What follows belongs to an exercise in optimizing a design on an open flow for small area, a short achievable clock period and few clock cycles; a production flow would make more cautious choices.
Function was checked by simulation only, so behaviour that the tests miss may differ from the original.
No activity file was given, so power comes from the tool's default toggle rates.

==> build 51 <==
// parameterized_fft
module parameterized_fft #(
    parameter DATA_WIDTH = 16,
    parameter FFT_POINTS = 8,
    parameter LOG2_FFT_POINTS = $clog2(FFT_POINTS)
)(
    input wire clk,
    input wire rst_n,
    input wire start,
    input wire [DATA_WIDTH-1:0] data_in_real,
    input wire [DATA_WIDTH-1:0] data_in_imag,
    input wire data_valid_in,
    output reg data_ready,
    output wire [(DATA_WIDTH*FFT_POINTS)-1:0] data_out_real,
    output wire [(DATA_WIDTH*FFT_POINTS)-1:0] data_out_imag,
    output reg data_valid_out,
    output reg busy
);
    reg [15:0] sr [0:7];
    reg [15:0] si [0:7];
    reg [15:0] xr, xi;
    reg h5r, h5i, h7r, h7i;
    genvar gk;
    generate for (gk = 0; gk < 8; gk = gk + 1) begin : g_out
        assign data_out_real[16*gk +: 16] = sr[gk];
        assign data_out_imag[16*gk +: 16] = si[gk];
    end endgenerate
    reg loading;             
    reg [2:0] cnt;           
    reg ld0, ld1, ld2, ld3, pre0, pre1, pre2, k1, k2, k3, k4, k5, k6;
    wire take = loading & data_valid_in;
    wire n_ld0 = take & (cnt == 3'd0);
    wire n_ld1 = take & (cnt == 3'd1);
    wire n_ld2 = take & (cnt == 3'd2);
    wire n_ld3 = take & (cnt == 3'd3);
    wire n_pre0 = take & (cnt == 3'd4);
    wire n_pre1 = take & (cnt == 3'd5);
    wire n_pre2 = take & (cnt == 3'd6);
    wire n_k1 = take & (cnt == 3'd7);
    wire n_k2 = k1, n_k3 = k2, n_k4 = k3, n_k5 = k4, n_k6 = k5;
    always @(posedge clk) begin
        xr <= data_in_real;
        xi <= data_in_imag;
    end
    always @(posedge clk or negedge rst_n) begin
        if (!rst_n) begin
            loading <= 1'b0;
            cnt <= 3'd0;
            {ld0, ld1, ld2, ld3, pre0, pre1, pre2} <= 7'd0;
            {k1, k2, k3, k4, k5, k6} <= 6'd0;
            rs0 <= 1'b0;
            rs1 <= 1'b0;
            rs2 <= 1'b0;
            rs3 <= 1'b0;
            rs4 <= 1'b0;
            rs5 <= 1'b0;
            rs6 <= 1'b0;
            rs7 <= 1'b0;
            rs8 <= 1'b0;
            rs9 <= 1'b0;
            rs10 <= 1'b0;
            busy <= 1'b0;
            data_ready <= 1'b1;
            data_valid_out <= 1'b0;
        end else begin
            {ld0, ld1, ld2, ld3} <= {n_ld0, n_ld1, n_ld2, n_ld3};
            {pre0, pre1, pre2} <= {n_pre0, n_pre1, n_pre2};
            {k1, k2, k3, k4, k5, k6} <= {n_k1, n_k2, n_k3, n_k4, n_k5, n_k6};
            rs0 <= n_k3 | n_k4 | n_pre0;
  ...
clock: 25.0 ns
lec_check: 0
cap_margin: 20
core_margin: 2
core_utilization: 40
slew_margin: 20
standard.sh (not shown) runs the stock make flow with config.mk's settings and CLKGATE_MAP_FILE= SYNTH_SCRIPT=/design/flow/synth_recipe.tcl, a recipe that flattens the netlist after the stock synthesis.
==> flow/flow/run.sh <==
#!/bin/bash
# Layout flow: the standard ORFS flow (standard.sh, unchanged synthesis,
# floorplan, power grid, placement, CTS and routing), with two settings:
#  - the port buffers are sky130_fd_sc_hd__buf_2 cells (every input and
#    output port still gets its own buffer);
#  - timing repair (after CTS and after global routing) aims at a setup
#    slack of MARGIN ns under the unchanged 25 ns clock, so it upsizes and
#    buffers the longest paths instead of stopping at slack 0; only the
#    worst paths are repaired (TNS_END_PERCENT 0).
# The full make output goes to flow.log; each ORFS step also writes its own
# log under orfs/logs/.
set -euo pipefail
MARGIN=19
bash standard.sh \
  SETUP_SLACK_MARGIN=$MARGIN \
  TNS_END_PERCENT=0 \
  "BUFFER_PORTS_ARGS=-buffer_cell sky130_fd_sc_hd__buf_2" \
  finish > flow.log 2>&1
==> trial 13 (differences from build 51) <==
--- a/flow/design.v
+++ b/flow/design.v
@@ -218,15 +218,13 @@
         ({16{(k2 | k3)}} & v2i) |
         ({16{k5}} & v1i) |
         ({16{ld1}} & xi) |
         ({16{k4}} & ty);
     wire wer4 = pre2 | k1 | k2 | k4;
-    wire [15:0] wdr4 =
-        ({16{(pre2 | k1 | k2 | k4)}} & u2r);
+    wire [15:0] wdr4 = u2r;
     wire wei4 = pre2 | k1 | k2 | k4;
-    wire [15:0] wdi4 =
-        ({16{(pre2 | k1 | k2 | k4)}} & u2i);
+    wire [15:0] wdi4 = u2i;
     wire wer5 = pre2 | k3 | k6 | k5;
     wire [15:0] wdr5 =
         ({16{pre2}} & u1r) |
         ({16{k3}} & v1r) |
         ({16{k6}} & v2r) |
@@ -258,23 +256,23 @@
         ({16{ld3}} & xi);
     always @(posedge clk) begin
         if (k3) begin
             h5r <= vs1r[16]; h5i <= vs1i[16]; h7r <= vs2r[16]; h7i <= vs2i[16];
         end
-        sr[0] <= wdr0 | ({16{~wer0}} & sr[0]);
-        si[0] <= wdi0 | ({16{~wei0}} & si[0]);
-        sr[1] <= wdr1 | ({16{~wer1}} & sr[1]);
-        si[1] <= wdi1 | ({16{~wei1}} & si[1]);
-        sr[2] <= wdr2 | ({16{~wer2}} & sr[2]);
-        si[2] <= wdi2 | ({16{~wei2}} & si[2]);
-        sr[3] <= wdr3 | ({16{~wer3}} & sr[3]);
-        si[3] <= wdi3 | ({16{~wei3}} & si[3]);
-        sr[4] <= wdr4 | ({16{~wer4}} & sr[4]);
-        si[4] <= wdi4 | ({16{~wei4}} & si[4]);
-        sr[5] <= wdr5 | ({16{~wer5}} & sr[5]);
-        si[5] <= wdi5 | ({16{~wei5}} & si[5]);
-        sr[6] <= wdr6 | ({16{~wer6}} & sr[6]);
-        si[6] <= wdi6 | ({16{~wei6}} & si[6]);
-        sr[7] <= wdr7 | ({16{~wer7}} & sr[7]);
-        si[7] <= wdi7 | ({16{~wei7}} & si[7]);
+        if (wer0) sr[0] <= wdr0;
+        if (wei0) si[0] <= wdi0;
+        if (wer1) sr[1] <= wdr1;
+        if (wei1) si[1] <= wdi1;
+        if (wer2) sr[2] <= wdr2;
+        if (wei2) si[2] <= wdi2;
+        if (wer3) sr[3] <= wdr3;
+        if (wei3) si[3] <= wdi3;
+        if (wer4) sr[4] <= wdr4;
+        if (wei4) si[4] <= wdi4;
+        if (wer5) sr[5] <= wdr5;
+        if (wei5) si[5] <= wdi5;
+        if (wer6) sr[6] <= wdr6;
+        if (wei6) si[6] <= wdi6;
+        if (wer7) sr[7] <= wdr7;
+        if (wei7) si[7] <= wdi7;
     end
 endmodule
==> flow/flow/run.sh (replaced) <==
#!/bin/bash
# Layout flow: the standard ORFS flow (standard.sh, unchanged synthesis,
# floorplan, power grid, placement, CTS and routing), with two settings:
#  - the port buffers are sky130_fd_sc_hd__buf_2 cells (every input and
#    output port still gets its own buffer);
#  - timing repair (after CTS and after global routing) aims at a setup
#    slack of MARGIN ns under the unchanged 25 ns clock, so it upsizes and
#    buffers the longest paths instead of stopping at slack 0.
# The full make output goes to flow.log; each ORFS step also writes its own
# log under orfs/logs/.
set -euo pipefail
MARGIN=18.5
bash standard.sh \
  SETUP_SLACK_MARGIN=$MARGIN \
  "BUFFER_PORTS_ARGS=-buffer_cell sky130_fd_sc_hd__buf_2" \
  finish > flow.log 2>&1
==> build 38 (differences from build 51) <==
--- a/flow/flow/run.sh
+++ b/flow/flow/run.sh
@@ -8,11 +8,11 @@
 #    buffers the longest paths instead of stopping at slack 0; only the
 #    worst paths are repaired (TNS_END_PERCENT 0).
 # The full make output goes to flow.log; each ORFS step also writes its own
 # log under orfs/logs/.
 set -euo pipefail
-MARGIN=19
+MARGIN=19.4
 bash standard.sh \
   SETUP_SLACK_MARGIN=$MARGIN \
   TNS_END_PERCENT=0 \
   "BUFFER_PORTS_ARGS=-buffer_cell sky130_fd_sc_hd__buf_2" \
   finish > flow.log 2>&1
==> run summary <==
- Of build 38 and build 51, build 51 has the higher clock-buffer cell count (gap 13).
- Against trial 13, the synthesized cell count of build 38 is higher by 4.7%.
- Non-clock buffer count, highest first: trial 13, build 38, build 51.
- Register-to-register slack is about the same in build 38 and build 51.
- Clock skew: build 38 < build 51 < trial 13.
- Routed wire length, highest first: build 38, trial 13, build 51.
- In build 38 the via count is higher than in trial 13, by 5.0%.
==> figures <==
Design Power: build 51 5.725 mW; build 38 5.846 mW; trial 13 2.549 mW
Via Count: build 51 32,087; build 38 32,707; trial 13 31,136
Result of the run: build 51 finished clean; build 38 finished clean; trial 13 finished clean
P per Cell Area: build 51 169.6 mW/mm2; build 38 171.6 mW/mm2; trial 13 73.64 mW/mm2
Layout-to-synthesis area ratio: build 51 1.1629x; build 38 1.1738x; trial 13 1.1524x
Distinct cell type count of the synthesized netlist: build 51 92; build 38 92; trial 13 84
Syn_nets: build 51 3,852; build 38 3,852; trial 13 3,696
Power consumed by the clock network: build 51 0.606 mW; build 38 0.621 mW; trial 13 0.576 mW
Fraction of met2 tracks used by global routing: build 51 59.11%; build 38 61.67%; trial 13 57.65%
Met3 WL post-DR: build 51 22.74 mm; build 38 24.78 mm; trial 13 24.73 mm
Arrival time of data at the critical path endpoint: build 51 1370 ps; build 38 1390 ps; trial 13 1590 ps
Number of multi-input logic gates: build 51 2,610; build 38 2,610; trial 13 2,469
Flop pwr share: build 51 20.4%; build 38 20.1%; trial 13 25.7%
Portion of the post-synthesis area used by sequential elements: build 51 23.63%; build 38 23.63%; trial 13 30.30%
Final standard cell count with taps included and fillers excluded: build 51 4,692; build 38 4,703; trial 13 4,581
Max stage delay cell, worst path: build 51 dfxtp_1; build 38 dfxtp_1; trial 13 edfxtp_1
Testbench counts of build 51, summed over its fixed seeds: cycles 4,808.
Testbench counts of trial 13, summed over its fixed seeds: cycles 4,808.
Testbench counts of build 38, summed over its fixed seeds: cycles 4,808.

[static timing again, ports no longer ideal]
No port has a modelled driver above. Below, the same layouts with a new extraction and two added sets of constraints.
Step 1 assumes that a clkbuf_16 drives the clock port and a buf_2 every other input.
Step 2 moves the port delays by t, midway between the first and last clock arrival at a register: inputs arrive t later, outputs are due t later. That takes back most of the time a late clock gives input paths.
Slacks: ideal / step 1 / step 2; pairs: ideal / step 1.
run | t (ns) | setup slack, ns | hold slack, ns | clock arrival spread, ns | worst slew at a driven data input, ns
build 51 | 0.660 | 18.628 / 18.561 / 18.487 | 0.484 / 0.484 / 0.484 | 0.035 / 0.034 | 0.05
trial 13 | 0.663 | 18.409 / 18.344 / 18.600 | 0.482 / 0.482 / 0.482 | 0.038 / 0.038 | 0.04
build 38 | 0.672 | 18.612 / 18.550 / 18.725 | 0.483 / 0.483 / 0.483 | 0.031 / 0.031 | 0.07
After both steps every run listed still meets setup and hold. The setup slack of build 51, which loses most, moves by -0.067 ns with the drivers and by -0.141 ns with both steps.
